This design comes from an exercise in tuning for small area on the open sky130 flow, not from production work. The RTL was checked by simulation tests, not by an equivalence proof against the original design. The clock port is modelled as an ideal driver, which makes a skipped or thinned clock tree look cheaper than it is; a real chip needs a root buffer or a tree. Power and IR drop assume default switching activity.

==> v3: inputs <==
==> flow/design.v (excerpt) <==
module main (
    input wire clk,
    input wire rst,
    input wire fwd_in,
    input wire bwd_in,
    input wire left_in,
    input wire right_in,
    input wire stoplight_in,
    input wire stopsign_in,
    input wire failsafe_in,
    output wire [3:0] m1_out,
    output wire [3:0] m2_out,
    output wire [2:0] md_state,
    input  wire echo_fwd,
    output wire trig_fwd,
    input  wire echo_bwd1,
    output wire trig_bwd1,
    input  wire echo_bwd2,
    output wire trig_bwd2,
    output wire beep_bwd1,
    output wire beep_bwd2,
    input  wire buzzer_in,
    output wire buzzer,
    input wire ld_left,
    input wire ld_right
);
export LEC_CHECK = 0
export CAP_MARGIN = 20
export CORE_MARGIN = 2
export CORE_UTILIZATION = 65
export CTS_BUF_LIST = sky130_fd_sc_hd__clkbuf_8
export SLEW_MARGIN = 20
create_clock -name core_clock -period 20.0 [get_ports {clk}]
standard.sh (not shown) runs the stock make flow with config.mk's settings and CLKGATE_MAP_FILE= SYNTH_SCRIPT=/design/flow/synth_recipe.tcl, a recipe that flattens the netlist after the stock synthesis.
==> flow/flow/run.sh <==
#!/bin/bash
# Own layout flow: the standard flow (standard.sh) with three changes.
#  1. After the standard synthesis, the gates between the flip-flops are mapped
#     again for area (remap.tcl, ABC script remap.abc). The flip-flops, their
#     names and cell types are those of the standard synthesis.
#  2. The port buffers are the smallest buffer, buf_1.
#  3. Clock tree synthesis uses clkbuf_8 and adds no dummy loads.
# Every tool's full output goes to a log of its own in this folder (and ORFS
# keeps each step's log under orfs/logs/).
set -euo pipefail
work=$(pwd)
R=$work/orfs/results/$FLOW_PLATFORM/main/base
YOSYS=$(command -v yosys || echo "$FLOW_HOME/../tools/install/yosys/bin/yosys")

bash standard.sh synth > 1_standard_synth.log 2>&1

cp "$R/1_2_yosys.v" "$R/1_2_yosys_standard.v"
REMAP_LIB=$FLOW_HOME/platforms/$FLOW_PLATFORM/lib/sky130_fd_sc_hd__tt_025C_1v80.lib \
REMAP_IN=$R/1_2_yosys_standard.v REMAP_OUT=$R/1_2_yosys.v \
REMAP_DONT_USE="$(cat flow/dont_use.txt)" REMAP_ABC=$work/flow/remap.abc \
REMAP_STAT=$work/remap_stat.txt \
  "$YOSYS" -c flow/remap.tcl > 1_remap.log 2>&1

# rebuild the synthesis database from the remapped netlist
bash standard.sh do-1_synth > 1_synth_odb.log 2>&1

bash standard.sh \
  "CTS_ARGS=-sink_clustering_enable -repair_clock_nets -dont_use_dummy_load -buf_list sky130_fd_sc_hd__clkbuf_8" \
  "BUFFER_PORTS_ARGS=-buffer_cell sky130_fd_sc_hd__buf_1" \
  finish > 2_layout.log 2>&1
==> flow/flow/clock.tcl <==
set leaves [expr { [info exists ::env(CLOCK_LEAVES)] ? $::env(CLOCK_LEAVES) : 4 }]
set leaf_cell [expr { [info exists ::env(CLOCK_LEAF_CELL)] ? $::env(CLOCK_LEAF_CELL) : "sky130_fd_sc_hd__clkbuf_8" }]
set block [ord::get_db_block]
set root [$block findNet $::env(CLOCK_PORT)]

# the buffers of the old tree, and the flip-flop clock pins it reaches
set old_insts {}
set old_nets {}
set sinks {}
set ok 1
set todo [list $root]
while { [llength $todo] } {
  set net [lindex $todo 0]
  set todo [lrange $todo 1 end]
  foreach it [$net getITerms] {
    if { ![$it isInputSignal] } { continue }
    set inst [$it getInst]
    set master [$inst getMaster]
    if { [$master isSequential] } {
      lappend sinks $it
    } elseif { [string match "sky130_fd_sc_hd__clkbuf_*" [$master getName]] ||
               [string match "sky130_fd_sc_hd__buf_*" [$master getName]] } {
      lappend old_insts $inst
      set out [$inst findITerm X]
      set onet [$out getNet]
      if { $onet ne "NULL" } {
        lappend old_nets $onet
        lappend todo $onet
      }
    } else {
      puts "clock.tcl: [$inst getName] ([$master getName]) on the clock tree; keeping the CTS tree"
      set ok 0
    }
  }
}
puts "clock.tcl: [llength $sinks] clock sinks, [llength $old_insts] old tree buffers"

if { $ok && [llength $sinks] > 0 } {
  # positions of the sinks
  set pts {}
  foreach it $sinks {
    set bb [[$it getInst] getBBox]
    lappend pts [list [expr { ([$bb xMin] + [$bb xMax]) / 2.0 }] [expr { ([$bb yMin] + [$bb yMax]) / 2.0 }]]
  }
  set n [llength $pts]
  # k-means, started from sinks spread along the sorted x+y order
  set order [lsort -real -indices [lmap p $pts { expr { [lindex $p 0] + [lindex $p 1] } }]]
  set cents {}
  for { set k 0 } { $k < $leaves } { incr k } {
    lappend cents [lindex $pts [lindex $order [expr { int(($k + 0.5) * $n / $leaves) }]]]
  }
  for { set iter 0 } { $iter < 50 } { incr iter } {
    set assign {}
    foreach p $pts {
      set best 0
      set bd 1e30
      for { set k 0 } { $k < $leaves } { incr k } {
        set c [lindex $cents $k]
        set d [expr { abs([lindex $p 0] - [lindex $c 0]) + abs([lindex $p 1] - [lindex $c 1]) }]
        if { $d < $bd } { set bd $d; set best $k }
      }
      lappend assign $best
    }
    set new {}
    for { set k 0 } { $k < $leaves } { incr k } {
      set sx 0.0; set sy 0.0; set m 0
      foreach p $pts a $assign {
        if { $a == $k } { set sx [expr { $sx + [lindex $p 0] }]; set sy [expr { $sy + [lindex $p 1] }]; incr m }
      }
      if { $m } { lappend new [list [expr { $sx / $m }] [expr { $sy / $m }]] } else { lappend new [lindex $cents $k] }
    }
    if { $new eq $cents } { break }
    set cents $new
  }

  # take the old tree apart
  foreach it $sinks { $it disconnect }
  foreach inst $old_insts { odb::dbInst_destroy $inst }
  foreach net $old_nets { odb::dbNet_destroy $net }

  # the new leaves
  set master [[ord::get_db] findMaster $leaf_cell]
  for { set k 0 } { $k < $leaves } { incr k } {
    set m 0
    foreach a $assign { if { $a == $k } { incr m } }
    if { !$m } { continue }
    set buf [odb::dbInst_create $block $master "clkbuf_leaf_$k"]
    set c [lindex $cents $k]
    $buf setLocation [expr { int([lindex $c 0]) }] [expr { int([lindex $c 1]) }]
    $buf setPlacementStatus PLACED
    set net [odb::dbNet_create $block "clknet_leaf_$k"]
    $net setSigType CLOCK
    [$buf findITerm A] connect $root
    [$buf findITerm X] connect $net
    foreach it $sinks a $assign { if { $a == $k } { $it connect $net } }
    puts "clock.tcl: leaf $k drives $m flip-flops"
  }
  detailed_placement
  check_placement -verbose
  estimate_parasitics -placement
  report_clock_skew
  report_check_types -max_slew -max_capacitance -violators
}
==> flow/flow/remap.abc <==
&get -n
&st
&syn2
&dch -f
&nf -R 1000 -p -F 8
&st
&syn3
&dch -f
&nf -R 1000 -p -F 8
&st
&syn2
&dch -f
&nf -R 1000 -p -F 8
&put
Other scripts of this flow, unchanged in this note and not shown: flow/flow/dont_use.txt, flow/flow/remap.tcl
==> inputs of v9, as changes to v3 <==
--- a/flow/flow/run.sh
+++ b/flow/flow/run.sh
@@ -6,3 +6,6 @@
 #  2. The port buffers are the smallest buffer, buf_1.
-#  3. Clock tree synthesis uses clkbuf_8 and adds no dummy loads.
+#  3. After clock tree synthesis, the clock tree is rebuilt from inverters
+#     (clock.tcl): the clock port drives one root inverter, which drives 8
+#     leaf inverters, each driving one cluster of flip-flops; the flip-flops
+#     see the clock through two inversions, i.e. in its own polarity.
 # Every tool's full output goes to a log of its own in this folder (and ORFS
@@ -26,3 +29,5 @@
 
+export CLOCK_PORT=clk CLOCK_LEAVES=8 CLOCK_LEAF_CELL=sky130_fd_sc_hd__inv_8 CLOCK_ROOT_CELL=sky130_fd_sc_hd__inv_8
 bash standard.sh \
+  "POST_CTS_TCL=$work/flow/clock.tcl" \
   "CTS_ARGS=-sink_clustering_enable -repair_clock_nets -dont_use_dummy_load -buf_list sky130_fd_sc_hd__clkbuf_8" \
--- a/flow/flow/clock.tcl
+++ b/flow/flow/clock.tcl
@@ -1,5 +1,14 @@
-set leaves [expr { [info exists ::env(CLOCK_LEAVES)] ? $::env(CLOCK_LEAVES) : 4 }]
-set leaf_cell [expr { [info exists ::env(CLOCK_LEAF_CELL)] ? $::env(CLOCK_LEAF_CELL) : "sky130_fd_sc_hd__clkbuf_8" }]
+set leaves $::env(CLOCK_LEAVES)
+set leaf_cell $::env(CLOCK_LEAF_CELL)
+set root_cell $::env(CLOCK_ROOT_CELL)
+if { [string match "*inv*" $leaf_cell] != [string match "*inv*" $root_cell] } {
+  error "clock.tcl: the root and leaf cells must both be inverters or both buffers"
+}
 set block [ord::get_db_block]
 set root [$block findNet $::env(CLOCK_PORT)]
+
+proc out_iterm { inst } {
+  foreach it [$inst getITerms] { if { [$it isOutputSignal] } { return $it } }
+  error "no output on [$inst getName]"
+}
 
@@ -20,7 +29,6 @@
       lappend sinks $it
-    } elseif { [string match "sky130_fd_sc_hd__clkbuf_*" [$master getName]] ||
-               [string match "sky130_fd_sc_hd__buf_*" [$master getName]] } {
+    } elseif { [regexp {^sky130_fd_sc_hd__(clk)?buf_[0-9]+$} [$master getName]] } {
       lappend old_insts $inst
-      set out [$inst findITerm X]
-      set onet [$out getNet]
+      set onet "NULL"
+      foreach oit [$inst getITerms] { if { [$oit isOutputSignal] } { set onet [$oit getNet] } }
       if { $onet ne "NULL" } {
@@ -80,2 +88,16 @@
 
+  # the root
+  set leaf_root $root
+  if { $root_cell ne "" } {
+    set sx 0.0; set sy 0.0
+    foreach p $pts { set sx [expr { $sx + [lindex $p 0] }]; set sy [expr { $sy + [lindex $p 1] }] }
+    set buf [odb::dbInst_create $block [[ord::get_db] findMaster $root_cell] "clkbuf_root"]
+    $buf setLocation [expr { int($sx / $n) }] [expr { int($sy / $n) }]
+    $buf setPlacementStatus PLACED
+    set leaf_root [odb::dbNet_create $block "clknet_root"]
+    $leaf_root setSigType CLOCK
+    [$buf findITerm A] connect $root
+    [out_iterm $buf] connect $leaf_root
+  }
+
   # the new leaves
@@ -92,4 +114,4 @@
     $net setSigType CLOCK
-    [$buf findITerm A] connect $root
-    [$buf findITerm X] connect $net
+    [$buf findITerm A] connect $leaf_root
+    [out_iterm $buf] connect $net
     foreach it $sinks a $assign { if { $a == $k } { $it connect $net } }
==> flow/flow/remap.abc (replaced) <==
&get -n
&st
&syn2
&dch -f
&nf -R 1000 -F 8
&st
&syn3
&dch -f
&nf -R 1000 -F 8
&st
&syn2
&dch -f
&nf -R 1000 -F 8
&st
&syn3
&dch -f
&nf -R 1000 -F 8
&put
==> inputs of v27, as changes to v3 <==
--- a/flow/flow/remap.abc
+++ b/flow/flow/remap.abc
@@ -13,2 +13,6 @@
 &nf -R 1000 -p -F 8
+&st
+&syn3
+&dch -f
+&nf -R 1000 -p -F 8
 &put
CORE_UTILIZATION = 70   (was 65)
removed: flow/flow/clock.tcl
==> run notes <==
| item | v27 | v3 | v9 |
|---|---|---|---|
| DR pass1 iterations | 4 | 5 | 4 |
| Place WS | 11.63 ns | 11.62 ns | 11.62 ns |
| Number of tap cells inserted | 80 | 99 | 99 |
| Number of global-route vias before repair | 3371 | 3557 | 3250 |
| Clock-pin transition on the worst setup and hold timing paths | 0.05 ns | 0.06 ns | 0.12 ns |
| Final worst-path setup slack | 11.63 ns | 11.62 ns | 11.62 ns |
| Slew at the pin closest to its max-slew limit | 0.863 ns | 0.819 ns | 0.824 ns |
| Power share of the sequential group | 62.1% | 62.1% | 69.2% |
| Met1 Track Usage GR | 31.8% | 29.4% | 28.2% |
| Relative contribution of combinational cells to total power | 3.1% | 3.2% | 3.5% |
| Clock network fraction of design power | 34.8% | 34.7% | 27.4% |
| Launch point of the worst hold path | beep_reg[2]$_SDFF_PP0_ | beep_reg[2]$_SDFF_PP0_ | trig_reg[4]$_SDFF_PP0_ |
| Largest stage delay on the critical path | 0.18 ns | 0.18 ns | 0.19 ns |
| Post-synthesis average cell area | 9.05 sq um | 8.92 sq um | 9.01 sq um |
| Non-clock inverters | 3 | 6 | 13 |
| Number of cells upsized or downsized after cts | 0 | 0 | - |
| Net count of the mapped netlist | 544 | 556 | 544 |
| Outcome | timing/DRC/antenna clean | timing/DRC/antenna clean | timing/DRC/antenna clean |
| Post-CTS Hold Fix Bufs | 0 | 0 | - |
The clock cells of v9 come from the design's own scripts or RTL, not from TritonCTS.

static timing again, ports no longer ideal:
Ports are ideal in the flow. The routed layouts listed here were re-timed in OpenROAD.
Step 1 sets driving cells, clkbuf_16 on the clock port and buf_2 on the other inputs (assumed; they add their load-dependent delay and slew).
Step 2 times the ports against the registers' clock, not the clock port: input delays grow and output delays shrink by t, the midpoint of the rising clock arrivals with the driver on.
a / b / c = ideal / step 1 / step 2; a / b = the first two.
run	t, ns	setup WS [ns]	pins driven straight from the clock port
v3	0.429	11.622 / 11.597 / 11.597	1
v9	0.262	11.618 / 11.595 / 11.595	1
v27	0.424	11.630 / 11.609 / 11.609	1
After both steps every run listed still meets setup and hold. The setup slack of v3, which loses most, moves by -0.025 ns with the drivers and by -0.025 ns with both steps.
